This is an optimization exercise on Yosys and OpenROAD, whose aim is small area and a short achievable clock period, not a production implementation.
For this run, only the layout was checked, not whether the RTL still works.

`flow/config.mk`:
```
export PLATFORM = sky130hd
export DESIGN_NAME = CS
export DESIGN_NICKNAME = CS
export VERILOG_FILES = /design/flow/design.v
export SDC_FILE = /design/flow/constraint.sdc
export NUM_CORES = 4
export LEC_CHECK = 0
export CAP_MARGIN = 20
export CORE_MARGIN = 2
export CORE_UTILIZATION = 40
export CTS_BUF_LIST = sky130_fd_sc_hd__clkbuf_8
export SLEW_MARGIN = 20
export SYNTH_HIERARCHICAL = 1
export SYNTH_MINIMUM_KEEP_SIZE = 0
```
`flow/design.v`:
```
`timescale 1ns/10ps
module cs_fa(input a, input b, input c, output s, output co);
  assign s = a ^ b ^ c;
  assign co = (a & b) | (a & c) | (b & c);
endmodule
module cs_ha(input a, input b, output s, output co);
  assign s = a ^ b;
  assign co = a & b;
endmodule
module cs_hb(input a, input b, output s, output co);
  assign s = ~(a ^ b);
  assign co = a | b;
endmodule
module cs_xor(input a, input b, output y);
  assign y = a ^ b;
endmodule
module cs_xnor(input a, input b, output y);
  assign y = ~(a ^ b);
endmodule
module cs_maj(input a, input b, input c, output y);
  assign y = (a & b) | (a & c) | (b & c);
endmodule
module cs_and(input a, input b, output y);
  assign y = a & b;
endmodule
module cs_or(input a, input b, output y);
  assign y = a | b;
endmodule
module cs_inv(input a, output y);
  assign y = ~a;
endmodule
module cs_nand(input a, input b, output y);
  assign y = ~(a & b);
endmodule
module cs_orn(input a, input b, output y);
  assign y = a | ~b;
endmodule
module cs_o21a(input a, input b, input c, output y);
  assign y = (a | b) & c;
endmodule
module cs_nand3(input a, input b, input c, output y);
  assign y = ~(a & b & c);
endmodule
module cs_nor3(input a, input b, input c, output y);
  assign y = ~(a | b | c);
endmodule
module cs_or3(input a, input b, input c, output y);
  assign y = a | b | c;
endmodule
module cs_and9(input [8:0] a, output y, output ny);
  assign y = &a;
  assign ny = ~(&a);
endmodule
module cs_ao222i(input a0, input b0, input a1, input b1, input a2, input b2, output y);
  assign y = ~((a0 & b0) | (a1 & b1) | (a2 & b2));
endmodule
module cs_and3(input a, input b, input c, output y);
  assign y = a & b & c;
endmodule
module cs_o221a(input a1, input a2, input b1, input b2, input c, output y);
  assign y = (a1 | a2) & (b1 | b2) & c;
endmodule
module cs_mux(input s, input a, input b, output y);
  assign y = s ? b : a;
endmodule
module cs_ge(input [4:0] h, output g1, output g2);
  assign g1 = h[4] | (h[3] & (h[2] | h[1] | h[0]));
  assign g2 = h[4] & (h[3] | h[2] | h[1]);
endmodule
module cs_add5(input [4:0] a, input [4:0] b, output [4:0] s);
  assign s = a + b;
endmodule
module cs_add8(input [7:0] a, input [7:0] b, output [7:0] s);
  assign s = a + b;
endmodule
module cs_add13(input [12:0] a, input [12:0] b, output [12:0] s);
  assign s = a + b;
endmodule
module CS(Y, X, reset, clk);
input clk, reset;
input [7:0] X;
output reg [9:0] Y;
reg [3:0] count;                  
reg [7:0] w0, w1, w2, w3, w4, w5, w6, w7, w8;    
reg [7:0] q;                      
reg [3:0] r;                      
wire nz = (count != 4'd0);
wire [7:0] qz = q & {8{nz}};
wire [3:0] rz = r & {4{nz}};
always @(posedge clk) begin
  q <= qn; r <= rn;
end
wire full = (count == 4'd9);
wire en = full & ~reset;
wire [7:0] qn;
wire [3:0] rn;
wire [9:0] Yd;
always @(posedge clk) begin
  w0 <= X; w1 <= w0; w2 <= w1; w3 <= w2; w4 <= w3;
  w5 <= w4; w6 <= w5; w7 <= w6; w8 <= w7;
end
always @(posedge clk) begin
  if (reset) count <= 4'd0;
  else if (!full) count <= count + 4'd1;
end
always @(posedge clk) Y <= Yd;
wire n1, n2, n3, n4, n5, n6, n7, n8, n9, n10, n11, n12, n13, n14, n15, n16, n17, n18, n19, n20, n21, n22, n23, n24, n25, n26, n27, n28, n29, n30, n31, n32, n33, n34, n35, n36, n37, n38, n39, n40, n41, n42, n43, n44, n45, n46, n47, n48, n49, n50, n51, n52, n53, n54, n55, n56, n57, n58, n59, n60, n61, n62, n63, n64, n65, n66, n67, n68, n69, n70, n71, n72, n73, n74, n75, n76, n77, n78, n79, n80, n81, n82, n83, n84, n85, n86, n87, n88, n89, n90, n91, n92, n93, n94, n95, n96, n97, n98, n99, n100, n101, n102, n103, n104, n105, n106, n107, n108, n109, n110, n111, n112, n113, n114, n115, n116, n117, n118, n119, n120, n121, n122, n123, n124, n125, n126, n127, n128, n129, n130, n131, n132, n133, n134, n135, n136, n137, n138, n139, n140, n141, n142, n143, n144, n145, n146, n147, n148, n149, n150, n151, n152, n153, n154, n155, n156, n157, n158, n159, n160, n161, n162, n163, n164, n165, n166, n167, n168, n169, n170, n171, n172, n173, n174, n175, n176, n177, n178, n179, n180, n181, n182, n183, n184, n185, n186, n187, n188, n189, n190, n191, n192, n193, n194, n195, n196, n197, n198, n199, n200, n201, n202, n203, n204, n205, n206, n207, n208, n209, n210, n211, n212, n213, n214, n215, n216, n217, n218, n219, n220, n221, n222, n223, n224, n225, n226, n227, n228, n229, n230, n231, n232, n233, n234, n235, n236, n237, n238, n239, n240, n241, n242, n243, n244, n245, n246, n247, n248, n249, n250, n251, n252, n253, n254, n255, n256, n257, n258, n259, n260, n261, n262, n263, n264, n265, n266, n267, n268, n269, n270, n271, n272, n273, n274, n275, n276, n277, n278, n279, n280, n281, n282, n283, n284, n285, n286, n287, n288, n289, n290, n291, n292, n293, n294, n295, n296, n297, n298, n299, n300, n301, n302, n303, n304, n305, n306, n307, n308, n309, n310, n311, n312, n313, n314, n315, n316, n317, n318, n319, n320, n321, n322, n323, n324, n325, n326, n327, n328, n329, n330, n331, n332, n333, n334, n335, n336, n337, n338, n339, n340, n341, n342, n343, n344, n345, n346, n347, n348, n349, n350, n351, n352, n353, n354, n355, n356, n357, n358, n359, n360, n361, n362, n363, n364, n365, n366, n367, n368, n369, n370, n371, n372, n373, n374, n375, n376, n377, n378, n379, n380, n381, n382, n383, n384, n385, n386, n387, n388, n389, n390, n391, n392, n393, n394, n395, n396, n397, n398, n399, n400, n401, n402, n403, n404, n405, n406, n407, n408, n409, n410, n411, n412, n413, n414, n415, n416, n417, n418, n419, n420, n421, n422, n423, n424, n425, n426, n427, n428, n429, n430, n431, n432, n433, n434, n435, n436, n437, n438, n439, n440, n441, n442, n443, n444, n445, n446, n447, n448, n449, n450, n451, n452, n453, n454, n455, n456, n457, n458, n459, n460, n461, n462, n463, n464, n465, n466, n467, n468, n469, n470, n471, n472, n473, n474, n475, n476, n477, n478, n479, n480, n481, n482, n483, n484, n485, n486, n487, n488, n489, n490, n491, n492, n493, n494, n495, n496, n497, n498, n499, n500, n501, n502, n503, n504;
cs_and u0 (.a(w8[0]), .b(full), .y(n1));
cs_and u1 (.a(w8[1]), .b(full), .y(n2));
cs_and u2 (.a(w8[2]), .b(full), .y(n3));
cs_and u3 (.a(w8[3]), .b(full), .y(n4));
cs_and u4 (.a(w8[4]), .b(full), .y(n5));
cs_and u5 (.a(w8[5]), .b(full), .y(n6));
cs_and u6 (.a(w8[6]), .b(full), .y(n7));
cs_and u7 (.a(w8[7]), .b(full), .y(n8));
cs_inv u8 (.a(n1), .y(n9));
cs_inv u9 (.a(n2), .y(n10));
cs_inv u10 (.a(n3), .y(n11));
cs_inv u11 (.a(n7), .y(n12));
cs_inv u12 (.a(n8), .y(n13));
cs_inv u13 (.a(rz[0]), .y(n14));
cs_fa u14 (.a(n14), .b(n4), .c(n9), .s(n15), .co(n16));
cs_fa u15 (.a(rz[1]), .b(rz[0]), .c(n5), .s(n17), .co(n18));
cs_fa u16 (.a(n10), .b(n13), .c(n17), .s(n19), .co(n20));
cs_fa u17 (.a(rz[2]), .b(n6), .c(n11), .s(n21), .co(n22));
cs_fa u18 (.a(n18), .b(n21), .c(n20), .s(n23), .co(n24));
cs_fa u19 (.a(rz[3]), .b(n22), .c(n24), .s(n25), .co(n26));
cs_ha u20 (.a(n12), .b(n15), .s(n27), .co(n28));
cs_fa u21 (.a(n16), .b(n19), .c(n28), .s(n29), .co(n30));
cs_ha u22 (.a(n23), .b(n30), .s(n31), .co(n32));
cs_ha u23 (.a(n25), .b(n32), .s(n33), .co(n34));
cs_xor u24 (.a(n26), .b(n34), .y(n35));
cs_ge u25 (.h({n35, n33, n31, n29, n27}), .g1(n36), .g2(n37));
cs_fa u26 (.a(n27), .b(n36), .c(n37), .s(n38), .co(n39));
cs_fa u27 (.a(n29), .b(n36), .c(n37), .s(n40), .co(n41));
cs_fa u28 (.a(n31), .b(n36), .c(n37), .s(n42), .co(n43));
cs_ha u29 (.a(n39), .b(n40), .s(n44), .co(n45));
cs_fa u30 (.a(n41), .b(n42), .c(n45), .s(n46), .co(n47));
cs_fa u31 (.a(n33), .b(n43), .c(n47), .s(n48), .co(n49));
cs_inv u32 (.a(X[3]), .y(n50));
cs_inv u33 (.a(X[4]), .y(n51));
cs_inv u34 (.a(X[5]), .y(n52));
cs_ha u35 (.a(n38), .b(X[0]), .s(n53), .co(n54));
cs_fa u36 (.a(X[1]), .b(X[7]), .c(n51), .s(n55), .co(n56));
cs_ha u37 (.a(X[2]), .b(n52), .s(n57), .co(n58));
cs_ha u38 (.a(X[6]), .b(n50), .s(n59), .co(n60));
cs_fa u39 (.a(n44), .b(n54), .c(n55), .s(n61), .co(n62));
cs_fa u40 (.a(n57), .b(n56), .c(n46), .s(n63), .co(n64));
cs_ha u41 (.a(n58), .b(n48), .s(n65), .co(n66));
cs_add5 u42 (.a({n66, n65, n63, n61, n53}), .b({1'b0, n64, n62, n60, n59}), .s({n71, n70, n69, n68, n67}));
cs_ge u43 (.h({n71, n70, n69, n68, n67}), .g1(n72), .g2(n73));
cs_fa u44 (.a(n67), .b(n72), .c(n73), .s(n74), .co(n75));
cs_fa u45 (.a(n68), .b(n72), .c(n73), .s(n76), .co(n77));
cs_fa u46 (.a(n69), .b(n72), .c(n73), .s(n78), .co(n79));
cs_ha u47 (.a(n75), .b(n76), .s(n80), .co(n81));
cs_fa u48 (.a(n77), .b(n78), .c(n81), .s(n82), .co(n83));
cs_fa u49 (.a(n70), .b(n79), .c(n83), .s(n84), .co(n85));
cs_inv u50 (.a(n4), .y(n86));
cs_inv u51 (.a(n5), .y(n87));
cs_inv u52 (.a(n6), .y(n88));
cs_inv u53 (.a(qz[1]), .y(n89));
cs_inv u54 (.a(qz[5]), .y(n90));
cs_inv u55 (.a(qz[6]), .y(n91));
cs_inv u56 (.a(qz[7]), .y(n92));
cs_fa u57 (.a(qz[0]), .b(n86), .c(n12), .s(n93), .co(n94));
cs_ha u58 (.a(n36), .b(n37), .s(n95), .co(n96));
cs_fa u59 (.a(n89), .b(n87), .c(n12), .s(n97), .co(n98));
cs_ha u60 (.a(n13), .b(X[4]), .s(n99), .co(n100));
cs_fa u61 (.a(qz[2]), .b(qz[1]), .c(n88), .s(n101), .co(n102));
cs_fa u62 (.a(n12), .b(n13), .c(X[5]), .s(n103), .co(n104));
cs_fa u63 (.a(n93), .b(n95), .c(X[3]), .s(n105), .co(n106));
cs_fa u64 (.a(n97), .b(n94), .c(n96), .s(n107), .co(n108));
cs_ha u65 (.a(X[6]), .b(X[7]), .s(n109), .co(n110));
cs_fa u66 (.a(n101), .b(n98), .c(X[6]), .s(n111), .co(n112));
cs_fa u67 (.a(X[7]), .b(n100), .c(n103), .s(n113), .co(n114));
cs_fa u68 (.a(qz[3]), .b(n13), .c(n102), .s(n115), .co(n116));
cs_ha u69 (.a(X[7]), .b(n104), .s(n117), .co(n118));
cs_ha u70 (.a(X[6]), .b(n105), .s(n119), .co(n120));
cs_fa u71 (.a(n107), .b(n99), .c(n109), .s(n121), .co(n122));
cs_fa u72 (.a(n108), .b(n110), .c(n111), .s(n123), .co(n124));
cs_fa u73 (.a(n115), .b(n112), .c(n117), .s(n125), .co(n126));
cs_ha u74 (.a(qz[4]), .b(n116), .s(n127), .co(n128));
cs_ha u75 (.a(n119), .b(n72), .s(n129), .co(n130));
cs_fa u76 (.a(n106), .b(n121), .c(n120), .s(n131), .co(n132));
cs_fa u77 (.a(n122), .b(n113), .c(n123), .s(n133), .co(n134));
cs_fa u78 (.a(n114), .b(n124), .c(n125), .s(n135), .co(n136));
cs_fa u79 (.a(n127), .b(n118), .c(n126), .s(n137), .co(n138));
cs_ha u80 (.a(n90), .b(n128), .s(n139), .co(n140));
cs_ha u81 (.a(qz[5]), .b(n91), .s(n141), .co(n142));
cs_ha u82 (.a(qz[6]), .b(n92), .s(n143), .co(n144));
cs_add8 u83 (.a({n143, n141, n139, n137, n135, n133, n131, n73}), .b({n142, n140, n138, n136, n134, n132, n130, n129}), .s({n152, n151, n150, n149, n148, n147, n146, n145}));
cs_inv u84 (.a(q[0]), .y(n153));
cs_inv u85 (.a(q[1]), .y(n154));
cs_inv u86 (.a(q[2]), .y(n155));
cs_inv u87 (.a(q[3]), .y(n156));
cs_inv u88 (.a(q[4]), .y(n157));
cs_inv u89 (.a(q[5]), .y(n158));
cs_inv u90 (.a(q[6]), .y(n159));
cs_inv u91 (.a(q[7]), .y(n160));
cs_inv u92 (.a(q[0]), .y(n161));
cs_inv u93 (.a(q[1]), .y(n162));
cs_inv u94 (.a(q[2]), .y(n163));
cs_inv u95 (.a(q[3]), .y(n164));
cs_inv u96 (.a(q[4]), .y(n165));
cs_inv u97 (.a(q[5]), .y(n166));
cs_inv u98 (.a(q[6]), .y(n167));
cs_inv u99 (.a(q[7]), .y(n168));
cs_inv u100 (.a(q[0]), .y(n169));
cs_inv u101 (.a(q[1]), .y(n170));
cs_inv u102 (.a(q[2]), .y(n171));
cs_inv u103 (.a(q[3]), .y(n172));
cs_inv u104 (.a(q[4]), .y(n173));
cs_inv u105 (.a(q[5]), .y(n174));
cs_inv u106 (.a(q[6]), .y(n175));
cs_inv u107 (.a(q[7]), .y(n176));
cs_and u108 (.a(w0[0]), .b(n153), .y(n177));
cs_maj u109 (.a(w0[1]), .b(n154), .c(n177), .y(n178));
cs_maj u110 (.a(w0[2]), .b(n155), .c(n178), .y(n179));
cs_maj u111 (.a(w0[3]), .b(n156), .c(n179), .y(n180));
cs_and u112 (.a(w0[4]), .b(n157), .y(n181));
cs_or u113 (.a(w0[4]), .b(n157), .y(n182));
cs_maj u114 (.a(w0[5]), .b(n158), .c(n181), .y(n183));
cs_maj u115 (.a(w0[5]), .b(n158), .c(n182), .y(n184));
cs_maj u116 (.a(w0[6]), .b(n159), .c(n183), .y(n185));
cs_maj u117 (.a(w0[6]), .b(n159), .c(n184), .y(n186));
cs_maj u118 (.a(w0[7]), .b(n160), .c(n185), .y(n187));
cs_maj u119 (.a(w0[7]), .b(n160), .c(n186), .y(n188));
cs_mux u120 (.s(n180), .a(n187), .b(n188), .y(n189));
cs_and u121 (.a(w1[0]), .b(n153), .y(n190));
cs_maj u122 (.a(w1[1]), .b(n154), .c(n190), .y(n191));
cs_maj u123 (.a(w1[2]), .b(n155), .c(n191), .y(n192));
cs_maj u124 (.a(w1[3]), .b(n156), .c(n192), .y(n193));
cs_and u125 (.a(w1[4]), .b(n157), .y(n194));
cs_or u126 (.a(w1[4]), .b(n157), .y(n195));
cs_maj u127 (.a(w1[5]), .b(n158), .c(n194), .y(n196));
cs_maj u128 (.a(w1[5]), .b(n158), .c(n195), .y(n197));
cs_maj u129 (.a(w1[6]), .b(n159), .c(n196), .y(n198));
cs_maj u130 (.a(w1[6]), .b(n159), .c(n197), .y(n199));
cs_maj u131 (.a(w1[7]), .b(n160), .c(n198), .y(n200));
cs_maj u132 (.a(w1[7]), .b(n160), .c(n199), .y(n201));
cs_mux u133 (.s(n193), .a(n200), .b(n201), .y(n202));
cs_and u134 (.a(w2[0]), .b(n153), .y(n203));
cs_maj u135 (.a(w2[1]), .b(n154), .c(n203), .y(n204));
cs_maj u136 (.a(w2[2]), .b(n155), .c(n204), .y(n205));
cs_maj u137 (.a(w2[3]), .b(n156), .c(n205), .y(n206));
cs_and u138 (.a(w2[4]), .b(n157), .y(n207));
cs_or u139 (.a(w2[4]), .b(n157), .y(n208));
cs_maj u140 (.a(w2[5]), .b(n158), .c(n207), .y(n209));
cs_maj u141 (.a(w2[5]), .b(n158), .c(n208), .y(n210));
cs_maj u142 (.a(w2[6]), .b(n159), .c(n209), .y(n211));
cs_maj u143 (.a(w2[6]), .b(n159), .c(n210), .y(n212));
cs_maj u144 (.a(w2[7]), .b(n160), .c(n211), .y(n213));
cs_maj u145 (.a(w2[7]), .b(n160), .c(n212), .y(n214));
cs_mux u146 (.s(n206), .a(n213), .b(n214), .y(n215));
cs_and u147 (.a(w3[0]), .b(n161), .y(n216));
cs_maj u148 (.a(w3[1]), .b(n162), .c(n216), .y(n217));
cs_maj u149 (.a(w3[2]), .b(n163), .c(n217), .y(n218));
cs_maj u150 (.a(w3[3]), .b(n164), .c(n218), .y(n219));
cs_and u151 (.a(w3[4]), .b(n165), .y(n220));
cs_or u152 (.a(w3[4]), .b(n165), .y(n221));
cs_maj u153 (.a(w3[5]), .b(n166), .c(n220), .y(n222));
cs_maj u154 (.a(w3[5]), .b(n166), .c(n221), .y(n223));
cs_maj u155 (.a(w3[6]), .b(n167), .c(n222), .y(n224));
cs_maj u156 (.a(w3[6]), .b(n167), .c(n223), .y(n225));
cs_maj u157 (.a(w3[7]), .b(n168), .c(n224), .y(n226));
cs_maj u158 (.a(w3[7]), .b(n168), .c(n225), .y(n227));
cs_mux u159 (.s(n219), .a(n226), .b(n227), .y(n228));
cs_and u160 (.a(w4[0]), .b(n161), .y(n229));
cs_maj u161 (.a(w4[1]), .b(n162), .c(n229), .y(n230));
cs_maj u162 (.a(w4[2]), .b(n163), .c(n230), .y(n231));
cs_maj u163 (.a(w4[3]), .b(n164), .c(n231), .y(n232));
cs_and u164 (.a(w4[4]), .b(n165), .y(n233));
cs_or u165 (.a(w4[4]), .b(n165), .y(n234));
cs_maj u166 (.a(w4[5]), .b(n166), .c(n233), .y(n235));
cs_maj u167 (.a(w4[5]), .b(n166), .c(n234), .y(n236));
cs_maj u168 (.a(w4[6]), .b(n167), .c(n235), .y(n237));
cs_maj u169 (.a(w4[6]), .b(n167), .c(n236), .y(n238));
cs_maj u170 (.a(w4[7]), .b(n168), .c(n237), .y(n239));
cs_maj u171 (.a(w4[7]), .b(n168), .c(n238), .y(n240));
cs_mux u172 (.s(n232), .a(n239), .b(n240), .y(n241));
cs_and u173 (.a(w5[0]), .b(n161), .y(n242));
cs_maj u174 (.a(w5[1]), .b(n162), .c(n242), .y(n243));
cs_maj u175 (.a(w5[2]), .b(n163), .c(n243), .y(n244));
cs_maj u176 (.a(w5[3]), .b(n164), .c(n244), .y(n245));
cs_and u177 (.a(w5[4]), .b(n165), .y(n246));
cs_or u178 (.a(w5[4]), .b(n165), .y(n247));
cs_maj u179 (.a(w5[5]), .b(n166), .c(n246), .y(n248));
cs_maj u180 (.a(w5[5]), .b(n166), .c(n247), .y(n249));
cs_maj u181 (.a(w5[6]), .b(n167), .c(n248), .y(n250));
cs_maj u182 (.a(w5[6]), .b(n167), .c(n249), .y(n251));
cs_maj u183 (.a(w5[7]), .b(n168), .c(n250), .y(n252));
cs_maj u184 (.a(w5[7]), .b(n168), .c(n251), .y(n253));
cs_mux u185 (.s(n245), .a(n252), .b(n253), .y(n254));
cs_and u186 (.a(w6[0]), .b(n169), .y(n255));
cs_maj u187 (.a(w6[1]), .b(n170), .c(n255), .y(n256));
cs_maj u188 (.a(w6[2]), .b(n171), .c(n256), .y(n257));
cs_maj u189 (.a(w6[3]), .b(n172), .c(n257), .y(n258));
cs_and u190 (.a(w6[4]), .b(n173), .y(n259));
cs_or u191 (.a(w6[4]), .b(n173), .y(n260));
cs_maj u192 (.a(w6[5]), .b(n174), .c(n259), .y(n261));
cs_maj u193 (.a(w6[5]), .b(n174), .c(n260), .y(n262));
cs_maj u194 (.a(w6[6]), .b(n175), .c(n261), .y(n263));
cs_maj u195 (.a(w6[6]), .b(n175), .c(n262), .y(n264));
cs_maj u196 (.a(w6[7]), .b(n176), .c(n263), .y(n265));
cs_maj u197 (.a(w6[7]), .b(n176), .c(n264), .y(n266));
cs_mux u198 (.s(n258), .a(n265), .b(n266), .y(n267));
cs_and u199 (.a(w7[0]), .b(n169), .y(n268));
cs_maj u200 (.a(w7[1]), .b(n170), .c(n268), .y(n269));
cs_maj u201 (.a(w7[2]), .b(n171), .c(n269), .y(n270));
cs_maj u202 (.a(w7[3]), .b(n172), .c(n270), .y(n271));
cs_and u203 (.a(w7[4]), .b(n173), .y(n272));
cs_or u204 (.a(w7[4]), .b(n173), .y(n273));
cs_maj u205 (.a(w7[5]), .b(n174), .c(n272), .y(n274));
cs_maj u206 (.a(w7[5]), .b(n174), .c(n273), .y(n275));
cs_maj u207 (.a(w7[6]), .b(n175), .c(n274), .y(n276));
cs_maj u208 (.a(w7[6]), .b(n175), .c(n275), .y(n277));
cs_maj u209 (.a(w7[7]), .b(n176), .c(n276), .y(n278));
cs_maj u210 (.a(w7[7]), .b(n176), .c(n277), .y(n279));
cs_mux u211 (.s(n271), .a(n278), .b(n279), .y(n280));
cs_and u212 (.a(w8[0]), .b(n169), .y(n281));
cs_maj u213 (.a(w8[1]), .b(n170), .c(n281), .y(n282));
cs_maj u214 (.a(w8[2]), .b(n171), .c(n282), .y(n283));
cs_maj u215 (.a(w8[3]), .b(n172), .c(n283), .y(n284));
cs_and u216 (.a(w8[4]), .b(n173), .y(n285));
cs_or u217 (.a(w8[4]), .b(n173), .y(n286));
cs_maj u218 (.a(w8[5]), .b(n174), .c(n285), .y(n287));
cs_maj u219 (.a(w8[5]), .b(n174), .c(n286), .y(n288));
cs_maj u220 (.a(w8[6]), .b(n175), .c(n287), .y(n289));
cs_maj u221 (.a(w8[6]), .b(n175), .c(n288), .y(n290));
cs_maj u222 (.a(w8[7]), .b(n176), .c(n289), .y(n291));
cs_maj u223 (.a(w8[7]), .b(n176), .c(n290), .y(n292));
cs_mux u224 (.s(n284), .a(n291), .b(n292), .y(n293));
cs_inv u225 (.a(n189), .y(n294));
cs_inv u226 (.a(n202), .y(n295));
cs_inv u227 (.a(n215), .y(n296));
cs_inv u228 (.a(n228), .y(n297));
cs_inv u229 (.a(n241), .y(n298));
cs_inv u230 (.a(n254), .y(n299));
cs_inv u231 (.a(n267), .y(n300));
cs_inv u232 (.a(n280), .y(n301));
cs_inv u233 (.a(n293), .y(n302));
cs_and u234 (.a(w0[7]), .b(w0[6]), .y(n303));
cs_and u235 (.a(w1[7]), .b(w1[6]), .y(n304));
cs_and u236 (.a(w2[7]), .b(w2[6]), .y(n305));
cs_and u237 (.a(w3[7]), .b(w3[6]), .y(n306));
cs_and u238 (.a(w4[7]), .b(w4[6]), .y(n307));
cs_and u239 (.a(w5[7]), .b(w5[6]), .y(n308));
cs_and u240 (.a(w6[7]), .b(w6[6]), .y(n309));
cs_and u241 (.a(w7[7]), .b(w7[6]), .y(n310));
cs_and u242 (.a(w8[7]), .b(w8[6]), .y(n311));
cs_ao222i u243 (.a0(n294), .b0(w0[7]), .a1(n295), .b1(w1[7]), .a2(n296), .b2(w2[7]), .y(n312));
cs_ao222i u244 (.a0(n297), .b0(w3[7]), .a1(n298), .b1(w4[7]), .a2(n299), .b2(w5[7]), .y(n313));
cs_ao222i u245 (.a0(n300), .b0(w6[7]), .a1(n301), .b1(w7[7]), .a2(n302), .b2(w8[7]), .y(n314));
cs_and3 u246 (.a(n312), .b(n313), .c(n314), .y(n315));
cs_nand3 u247 (.a(n312), .b(n313), .c(n314), .y(n316));
cs_ao222i u248 (.a0(n294), .b0(n303), .a1(n295), .b1(n304), .a2(n296), .b2(n305), .y(n317));
cs_ao222i u249 (.a0(n297), .b0(n306), .a1(n298), .b1(n307), .a2(n299), .b2(n308), .y(n318));
cs_ao222i u250 (.a0(n300), .b0(n309), .a1(n301), .b1(n310), .a2(n302), .b2(n311), .y(n319));
cs_and3 u251 (.a(n317), .b(n318), .c(n319), .y(n320));
cs_nand3 u252 (.a(n317), .b(n318), .c(n319), .y(n321));
cs_ao222i u253 (.a0(n294), .b0(w0[6]), .a1(n295), .b1(w1[6]), .a2(n296), .b2(w2[6]), .y(n322));
cs_ao222i u254 (.a0(n297), .b0(w3[6]), .a1(n298), .b1(w4[6]), .a2(n299), .b2(w5[6]), .y(n323));
cs_ao222i u255 (.a0(n300), .b0(w6[6]), .a1(n301), .b1(w7[6]), .a2(n302), .b2(w8[6]), .y(n324));
cs_and3 u256 (.a(n322), .b(n323), .c(n324), .y(n325));
cs_nand3 u257 (.a(n322), .b(n323), .c(n324), .y(n326));
cs_o21a u258 (.a(n316), .b(n325), .c(n320), .y(n327));
cs_inv u259 (.a(n327), .y(n328));
cs_o221a u260 (.a1(w0[7]), .a2(n315), .b1(w0[6]), .b2(n327), .c(n294), .y(n329));
cs_o221a u261 (.a1(w1[7]), .a2(n315), .b1(w1[6]), .b2(n327), .c(n295), .y(n330));
cs_o221a u262 (.a1(w2[7]), .a2(n315), .b1(w2[6]), .b2(n327), .c(n296), .y(n331));
cs_o221a u263 (.a1(w3[7]), .a2(n315), .b1(w3[6]), .b2(n327), .c(n297), .y(n332));
cs_o221a u264 (.a1(w4[7]), .a2(n315), .b1(w4[6]), .b2(n327), .c(n298), .y(n333));
cs_o221a u265 (.a1(w5[7]), .a2(n315), .b1(w5[6]), .b2(n327), .c(n299), .y(n334));
cs_o221a u266 (.a1(w6[7]), .a2(n315), .b1(w6[6]), .b2(n327), .c(n300), .y(n335));
cs_o221a u267 (.a1(w7[7]), .a2(n315), .b1(w7[6]), .b2(n327), .c(n301), .y(n336));
cs_o221a u268 (.a1(w8[7]), .a2(n315), .b1(w8[6]), .b2(n327), .c(n302), .y(n337));
cs_and u269 (.a(w0[5]), .b(w0[4]), .y(n338));
cs_and u270 (.a(w1[5]), .b(w1[4]), .y(n339));
cs_and u271 (.a(w2[5]), .b(w2[4]), .y(n340));
cs_and u272 (.a(w3[5]), .b(w3[4]), .y(n341));
cs_and u273 (.a(w4[5]), .b(w4[4]), .y(n342));
cs_and u274 (.a(w5[5]), .b(w5[4]), .y(n343));
cs_and u275 (.a(w6[5]), .b(w6[4]), .y(n344));
cs_and u276 (.a(w7[5]), .b(w7[4]), .y(n345));
cs_and u277 (.a(w8[5]), .b(w8[4]), .y(n346));
cs_ao222i u278 (.a0(n329), .b0(w0[5]), .a1(n330), .b1(w1[5]), .a2(n331), .b2(w2[5]), .y(n347));
cs_ao222i u279 (.a0(n332), .b0(w3[5]), .a1(n333), .b1(w4[5]), .a2(n334), .b2(w5[5]), .y(n348));
cs_ao222i u280 (.a0(n335), .b0(w6[5]), .a1(n336), .b1(w7[5]), .a2(n337), .b2(w8[5]), .y(n349));
cs_and3 u281 (.a(n347), .b(n348), .c(n349), .y(n350));
cs_nand3 u282 (.a(n347), .b(n348), .c(n349), .y(n351));
cs_ao222i u283 (.a0(n329), .b0(n338), .a1(n330), .b1(n339), .a2(n331), .b2(n340), .y(n352));
cs_ao222i u284 (.a0(n332), .b0(n341), .a1(n333), .b1(n342), .a2(n334), .b2(n343), .y(n353));
cs_ao222i u285 (.a0(n335), .b0(n344), .a1(n336), .b1(n345), .a2(n337), .b2(n346), .y(n354));
cs_and3 u286 (.a(n352), .b(n353), .c(n354), .y(n355));
cs_nand3 u287 (.a(n352), .b(n353), .c(n354), .y(n356));
cs_ao222i u288 (.a0(n329), .b0(w0[4]), .a1(n330), .b1(w1[4]), .a2(n331), .b2(w2[4]), .y(n357));
cs_ao222i u289 (.a0(n332), .b0(w3[4]), .a1(n333), .b1(w4[4]), .a2(n334), .b2(w5[4]), .y(n358));
cs_ao222i u290 (.a0(n335), .b0(w6[4]), .a1(n336), .b1(w7[4]), .a2(n337), .b2(w8[4]), .y(n359));
cs_and3 u291 (.a(n357), .b(n358), .c(n359), .y(n360));
cs_nand3 u292 (.a(n357), .b(n358), .c(n359), .y(n361));
cs_o21a u293 (.a(n351), .b(n360), .c(n355), .y(n362));
cs_inv u294 (.a(n362), .y(n363));
cs_o221a u295 (.a1(w0[5]), .a2(n350), .b1(w0[4]), .b2(n362), .c(n329), .y(n364));
cs_o221a u296 (.a1(w1[5]), .a2(n350), .b1(w1[4]), .b2(n362), .c(n330), .y(n365));
cs_o221a u297 (.a1(w2[5]), .a2(n350), .b1(w2[4]), .b2(n362), .c(n331), .y(n366));
cs_o221a u298 (.a1(w3[5]), .a2(n350), .b1(w3[4]), .b2(n362), .c(n332), .y(n367));
cs_o221a u299 (.a1(w4[5]), .a2(n350), .b1(w4[4]), .b2(n362), .c(n333), .y(n368));
cs_o221a u300 (.a1(w5[5]), .a2(n350), .b1(w5[4]), .b2(n362), .c(n334), .y(n369));
cs_o221a u301 (.a1(w6[5]), .a2(n350), .b1(w6[4]), .b2(n362), .c(n335), .y(n370));
cs_o221a u302 (.a1(w7[5]), .a2(n350), .b1(w7[4]), .b2(n362), .c(n336), .y(n371));
cs_o221a u303 (.a1(w8[5]), .a2(n350), .b1(w8[4]), .b2(n362), .c(n337), .y(n372));
cs_and u304 (.a(w0[3]), .b(w0[2]), .y(n373));
cs_and u305 (.a(w1[3]), .b(w1[2]), .y(n374));
cs_and u306 (.a(w2[3]), .b(w2[2]), .y(n375));
cs_and u307 (.a(w3[3]), .b(w3[2]), .y(n376));
cs_and u308 (.a(w4[3]), .b(w4[2]), .y(n377));
cs_and u309 (.a(w5[3]), .b(w5[2]), .y(n378));
cs_and u310 (.a(w6[3]), .b(w6[2]), .y(n379));
cs_and u311 (.a(w7[3]), .b(w7[2]), .y(n380));
cs_and u312 (.a(w8[3]), .b(w8[2]), .y(n381));
cs_ao222i u313 (.a0(n364), .b0(w0[3]), .a1(n365), .b1(w1[3]), .a2(n366), .b2(w2[3]), .y(n382));
cs_ao222i u314 (.a0(n367), .b0(w3[3]), .a1(n368), .b1(w4[3]), .a2(n369), .b2(w5[3]), .y(n383));
cs_ao222i u315 (.a0(n370), .b0(w6[3]), .a1(n371), .b1(w7[3]), .a2(n372), .b2(w8[3]), .y(n384));
cs_and3 u316 (.a(n382), .b(n383), .c(n384), .y(n385));
cs_nand3 u317 (.a(n382), .b(n383), .c(n384), .y(n386));
cs_ao222i u318 (.a0(n364), .b0(n373), .a1(n365), .b1(n374), .a2(n366), .b2(n375), .y(n387));
cs_ao222i u319 (.a0(n367), .b0(n376), .a1(n368), .b1(n377), .a2(n369), .b2(n378), .y(n388));
cs_ao222i u320 (.a0(n370), .b0(n379), .a1(n371), .b1(n380), .a2(n372), .b2(n381), .y(n389));
cs_and3 u321 (.a(n387), .b(n388), .c(n389), .y(n390));
cs_nand3 u322 (.a(n387), .b(n388), .c(n389), .y(n391));
cs_ao222i u323 (.a0(n364), .b0(w0[2]), .a1(n365), .b1(w1[2]), .a2(n366), .b2(w2[2]), .y(n392));
cs_ao222i u324 (.a0(n367), .b0(w3[2]), .a1(n368), .b1(w4[2]), .a2(n369), .b2(w5[2]), .y(n393));
cs_ao222i u325 (.a0(n370), .b0(w6[2]), .a1(n371), .b1(w7[2]), .a2(n372), .b2(w8[2]), .y(n394));
cs_and3 u326 (.a(n392), .b(n393), .c(n394), .y(n395));
cs_nand3 u327 (.a(n392), .b(n393), .c(n394), .y(n396));
cs_o21a u328 (.a(n386), .b(n395), .c(n390), .y(n397));
cs_inv u329 (.a(n397), .y(n398));
cs_o221a u330 (.a1(w0[3]), .a2(n385), .b1(w0[2]), .b2(n397), .c(n364), .y(n399));
cs_o221a u331 (.a1(w1[3]), .a2(n385), .b1(w1[2]), .b2(n397), .c(n365), .y(n400));
cs_o221a u332 (.a1(w2[3]), .a2(n385), .b1(w2[2]), .b2(n397), .c(n366), .y(n401));
cs_o221a u333 (.a1(w3[3]), .a2(n385), .b1(w3[2]), .b2(n397), .c(n367), .y(n402));
cs_o221a u334 (.a1(w4[3]), .a2(n385), .b1(w4[2]), .b2(n397), .c(n368), .y(n403));
cs_o221a u335 (.a1(w5[3]), .a2(n385), .b1(w5[2]), .b2(n397), .c(n369), .y(n404));
cs_o221a u336 (.a1(w6[3]), .a2(n385), .b1(w6[2]), .b2(n397), .c(n370), .y(n405));
cs_o221a u337 (.a1(w7[3]), .a2(n385), .b1(w7[2]), .b2(n397), .c(n371), .y(n406));
cs_o221a u338 (.a1(w8[3]), .a2(n385), .b1(w8[2]), .b2(n397), .c(n372), .y(n407));
cs_and u339 (.a(w0[1]), .b(w0[0]), .y(n408));
cs_and u340 (.a(w1[1]), .b(w1[0]), .y(n409));
cs_and u341 (.a(w2[1]), .b(w2[0]), .y(n410));
cs_and u342 (.a(w3[1]), .b(w3[0]), .y(n411));
cs_and u343 (.a(w4[1]), .b(w4[0]), .y(n412));
cs_and u344 (.a(w5[1]), .b(w5[0]), .y(n413));
cs_and u345 (.a(w6[1]), .b(w6[0]), .y(n414));
cs_and u346 (.a(w7[1]), .b(w7[0]), .y(n415));
cs_and u347 (.a(w8[1]), .b(w8[0]), .y(n416));
cs_ao222i u348 (.a0(n399), .b0(w0[1]), .a1(n400), .b1(w1[1]), .a2(n401), .b2(w2[1]), .y(n417));
cs_ao222i u349 (.a0(n402), .b0(w3[1]), .a1(n403), .b1(w4[1]), .a2(n404), .b2(w5[1]), .y(n418));
cs_ao222i u350 (.a0(n405), .b0(w6[1]), .a1(n406), .b1(w7[1]), .a2(n407), .b2(w8[1]), .y(n419));
cs_and3 u351 (.a(n417), .b(n418), .c(n419), .y(n420));
cs_nand3 u352 (.a(n417), .b(n418), .c(n419), .y(n421));
cs_ao222i u353 (.a0(n399), .b0(n408), .a1(n400), .b1(n409), .a2(n401), .b2(n410), .y(n422));
cs_ao222i u354 (.a0(n402), .b0(n411), .a1(n403), .b1(n412), .a2(n404), .b2(n413), .y(n423));
cs_ao222i u355 (.a0(n405), .b0(n414), .a1(n406), .b1(n415), .a2(n407), .b2(n416), .y(n424));
cs_and3 u356 (.a(n422), .b(n423), .c(n424), .y(n425));
cs_nand3 u357 (.a(n422), .b(n423), .c(n424), .y(n426));
cs_ao222i u358 (.a0(n399), .b0(w0[0]), .a1(n400), .b1(w1[0]), .a2(n401), .b2(w2[0]), .y(n427));
cs_ao222i u359 (.a0(n402), .b0(w3[0]), .a1(n403), .b1(w4[0]), .a2(n404), .b2(w5[0]), .y(n428));
cs_ao222i u360 (.a0(n405), .b0(w6[0]), .a1(n406), .b1(w7[0]), .a2(n407), .b2(w8[0]), .y(n429));
cs_and3 u361 (.a(n427), .b(n428), .c(n429), .y(n430));
cs_nand3 u362 (.a(n427), .b(n428), .c(n429), .y(n431));
cs_o21a u363 (.a(n421), .b(n430), .c(n425), .y(n432));
cs_inv u364 (.a(n432), .y(n433));
cs_fa u365 (.a(q[0]), .b(q[3]), .c(r[3]), .s(n434), .co(n435));
cs_fa u366 (.a(q[1]), .b(q[4]), .c(n435), .s(n436), .co(n437));
cs_fa u367 (.a(q[2]), .b(q[5]), .c(n437), .s(n438), .co(n439));
cs_fa u368 (.a(q[3]), .b(q[6]), .c(n439), .s(n440), .co(n441));
cs_fa u369 (.a(q[4]), .b(q[7]), .c(n441), .s(n442), .co(n443));
cs_ha u370 (.a(q[0]), .b(r[0]), .s(n444), .co(n445));
cs_fa u371 (.a(q[1]), .b(r[1]), .c(n445), .s(n446), .co(n447));
cs_fa u372 (.a(q[2]), .b(r[2]), .c(n447), .s(n448), .co(n449));
cs_ha u373 (.a(n434), .b(n449), .s(n450), .co(n451));
cs_ha u374 (.a(n436), .b(n451), .s(n452), .co(n453));
cs_ha u375 (.a(n438), .b(n453), .s(n454), .co(n455));
cs_ha u376 (.a(n440), .b(n455), .s(n456), .co(n457));
cs_ha u377 (.a(n442), .b(n457), .s(n458), .co(n459));
cs_fa u378 (.a(q[5]), .b(n443), .c(n459), .s(n460), .co(n461));
cs_ha u379 (.a(q[6]), .b(n461), .s(n462), .co(n463));
cs_ha u380 (.a(q[7]), .b(n463), .s(n464), .co(n465));
cs_ha u381 (.a(n450), .b(n386), .s(n466), .co(n467));
cs_fa u382 (.a(n452), .b(n363), .c(n421), .s(n468), .co(n469));
cs_fa u383 (.a(n454), .b(n351), .c(n398), .s(n470), .co(n471));
cs_fa u384 (.a(n456), .b(n328), .c(n386), .s(n472), .co(n473));
cs_fa u385 (.a(n316), .b(n458), .c(n363), .s(n474), .co(n475));
cs_ha u386 (.a(n460), .b(n351), .s(n476), .co(n477));
cs_ha u387 (.a(n462), .b(n328), .s(n478), .co(n479));
cs_ha u388 (.a(n316), .b(n464), .s(n480), .co(n481));
cs_add13 u389 (.a({1'b0, n465, n480, n478, n476, n474, n472, n470, n468, n433, n448, n446, n444}), .b({1'b0, n481, n479, n477, n475, n473, n471, n469, n467, n466, n398, n421, n433}), .s({n494, n493, n492, n491, n490, n489, n488, n487, n486, n485, n484, n483, n482}));
cs_and u390 (.a(n485), .b(en), .y(n495));
cs_and u391 (.a(n486), .b(en), .y(n496));
cs_and u392 (.a(n487), .b(en), .y(n497));
cs_and u393 (.a(n488), .b(en), .y(n498));
cs_and u394 (.a(n489), .b(en), .y(n499));
cs_and u395 (.a(n490), .b(en), .y(n500));
cs_and u396 (.a(n491), .b(en), .y(n501));
cs_and u397 (.a(n492), .b(en), .y(n502));
cs_and u398 (.a(n493), .b(en), .y(n503));
cs_and u399 (.a(n494), .b(en), .y(n504));
assign qn[0] = n145;
assign qn[1] = n146;
assign qn[2] = n147;
assign qn[3] = n148;
assign qn[4] = n149;
assign qn[5] = n150;
assign qn[6] = n151;
assign qn[7] = n152;
assign rn[0] = n74;
assign rn[1] = n80;
assign rn[2] = n82;
assign rn[3] = n84;
assign Yd[0] = n495;
assign Yd[1] = n496;
assign Yd[2] = n497;
assign Yd[3] = n498;
assign Yd[4] = n499;
assign Yd[5] = n500;
assign Yd[6] = n501;
assign Yd[7] = n502;
assign Yd[8] = n503;
assign Yd[9] = n504;
endmodule
```
`flow/constraint.sdc`:
```
create_clock -name core_clock -period 23.0 [get_ports {clk}]
set_input_delay 4.6000 -clock core_clock [delete_from_list [all_inputs] [get_ports {clk}]]
set_output_delay 4.6000 -clock core_clock [all_outputs]
set_load 0.01 [all_outputs]
```
`flow/flow/run.sh`:
```
#!/bin/bash
# The standard layout (standard.sh), with two changes to how it is made:
#  - ORFS's timing repair aims at a setup slack of 13.5 ns at the design's clock
#    period (SETUP_SLACK_MARGIN), so repair_timing sizes and buffers critical paths;
#  - every input and output port still gets a buffer, of cell sky130_fd_sc_hd__buf_2.
set -e
export SETUP_SLACK_MARGIN=13.5
export BUFFER_PORTS_ARGS="-buffer_cell sky130_fd_sc_hd__buf_2"
bash standard.sh > standard.log 2>&1
```
`flow/standard.sh`:
```
#!/bin/bash
# synth_recipe.tcl (not shown) runs the flow's synth.tcl, then flattens the netlist and writes it again
# the make line also repeats each setting of config.mk as NAME=value (left out here)
make -C /OpenROAD-flow-scripts/flow DESIGN_CONFIG=/design/flow/config.mk WORK_HOME=/design/flow/orfs CLKGATE_MAP_FILE= SYNTH_SCRIPT=/design/flow/synth_recipe.tcl "${@:-finish}"
```
==> run summary <==
- Critical Path RT: 23.29 ns
- Hold Path Class: flop to flop
- Rows: 48
- End of the critical path: Y[9]$_DFF_P_
- Final setup fails: 0
- Cells after Synth: 657
- Setup Skew: 0.0162 ns
- Status: no timing/DRC/antenna violations
- Slowest stage cell, crit path: dfxtp_1
- Fin crit share: 39.6%
- Setup WS post-layout: 13.90 ns
- Later-pin clock latency in the skew report: 0.39 ns
- Commonest non-fill, non-tap cell in the layout: dfxtp_1
- Area of the core: 17,400 sq um
- Clk buf depth: 2
- Post-Route WL: 16,800 um
- Clk pin slew, worst setup/hold paths: 0.10 ns
- Final Critical Period: 9.10 ns
- Pre-Repair DR Iteration Count: 5
- Grt ovf: 0
- Sum Neg Setup Slack: 0 ns
- Hold Fails Final Rpt: 0
- Syn Area/Cell: 10.9 sq um
- CP endpoint kind: flop
- Vias in the first global route: 5,290
- Worst path arrival time: 9.39 ns
- Die Height: 138 um
- CTS tree: yes
- R2R Setup Slk: 13.90 ns
- CP max stage delay: 0.65 ns
- CTS H-tree depth: 3
- Slew headroom: 46.8%
- WS Path Type: flop to flop
- Crit start category: flop
- Ant. Diodes: 0
- I/O Pins: 20
- Worst-Margin Slew: 0.796 ns
- CP Max Fanout: 10
- I/O Buffers: 19
- Number of clock sinks: 98
- Hold-fix buffers, CTS: 0
- Vias: 5,180
- Reg-to-reg endpoint: Y[9]$_DFF_P_
- RSZ-0062 raised after global routing: false
- Max Clk Rate: 110 MHz
- Vias per cell: 5.64
- Share of cells above drive strength 1: 20.2%
- Synthesized area: 7170 sq um
- Die area: 19,000 sq um
- Worst slack, placed: 13.85 ns
- Root Buffer Master: clkbuf_8
- Max-Cap Viols: 0
- Die Wd: 138 um
- TritonCTS Buffers: 9
- Initial antenna violation count: 0
- RR Startpoint: q[4]$_DFF_P_
- Antenna-violating nets left: 0
- HPWL Detailed: 13,600 um
- Initial Util: 41.2%
- GRT Total Usage: 19.1%
- NumNets Final: 807
- Ys Warns: 7
- # DRC: 0
- Routability congestion estimate: 0.885
- Area Growth Syn to Fin: 8.01%
- Drt first-iter violations: 493
- Most frequent CP cell: a222oi_1
- Global-route wire length before repair: 27,700 um
- Wire per inst: 18.3 um
- Most frequent cells in the layout: dfxtp_1, maj3_2, and2_1
- Pins Over Slew Limit: 0
- Hold Startpoint: w4[0]$_DFF_P_
- Worst reg-to-reg path cell count: 29
- Largest net degree at the start of global routing: 16
- Setup crit start: q[4]$_DFF_P_
[area by class of cell]
type | instances | area, sq um
Inverter | 66 | 248
Clock inverter | 5 | 27.5
Multi-Input combinational cell | 494 | 4970
Clock buffer | 11 | 151
Timing Repair Buffer | 20 | 103
Tap cell | 225 | 282
Sequential cell | 98 | 1960
Fill cell | 1662 | 9670
[critical path: cells and delay by family, from the launching register on]
family	cells	cell delay (ns)
buffers and inverters	2	0.33
flip-flops	1	0.65
multiplexers	1	0.26
AO/OA/AOI/OAI	13	4.14
adder cells (fa/ha/maj)	5	1.82
AND/OR/NAND/NOR	7	1.63
XOR/XNOR	1	0.16
[worst min path at each step]
stage / to / cells past startpoint
after floorplan: w2[0]$_DFF_P_ / 0
after global placement: w7[0]$_DFF_P_ / 0
after detailed placement: w7[0]$_DFF_P_ / 0
after CTS: w5[0]$_DFF_P_ / 0
after global routing: w5[0]$_DFF_P_ / 0
final: w5[0]$_DFF_P_ / 0
[flip-flops by register name (all words and copies together), names as in the netlist]
signal / cells
Y: 10
count: 4
q: 8
r: 4
w0: 8
w1: 8
w2: 8
w3: 8
w4: 8
w5: 8
w6: 8
w7: 8
w8: 8
[timing repair]
item,CTS,global route
buffers inserted,0,0
endpoints found under the setup margin,0,6
resized for setup,0,4
[metal layers]
metal	global-route usage, %	share of wire [%]	vias up
met2	32.0	49	131
met3	4.68	5.2	20
met5	0	0	-
li1	-	-	2464
met1	24.6	45	2565
met4	5.33	1.5	0
[per-stage QoR]
step                std cells  hold WS (ns)  instance area [sq um]  util, %
global route              919         0.380                   7750     44.5
floorplan                 659         0.354                   7180        -
detailed placement        903         0.376                   7560     43.4
finish                    919         0.371                   7750     44.5
global placement          903         0.377                   7560     43.4
CTS                       919         0.368                   7730     44.4

[port drivers added, routing unchanged]
How much do the figures lean on ideal ports? The routed layout below was timed once more, with nothing changed but the port constraints. Step 1 assumes that a clkbuf_16 drives the clock port and a buf_2 every other input. Step 2, shift: input delay + t, output delay - t, t = (earliest + latest rising clock arrival at the registers) / 2. This alone moves slack from input paths to output paths. Slacks: no drivers / after step 1 / after step 2; pairs: no drivers / after step 1.
shift t [ns]: 0.417
slack for setup (ns): 13.898 / 13.898 / 13.898
worst hold slack (ns): 0.371 / 0.371 / 0.371
latest minus earliest clock arrival (ns): 0.016 / 0.017
slew at the worst register clock pin (ns): 0.10 / 0.10
After both steps setup and hold are still met in this run. The setup slack of this run moves by 0.000 ns with the drivers and by 0.000 ns with both steps.
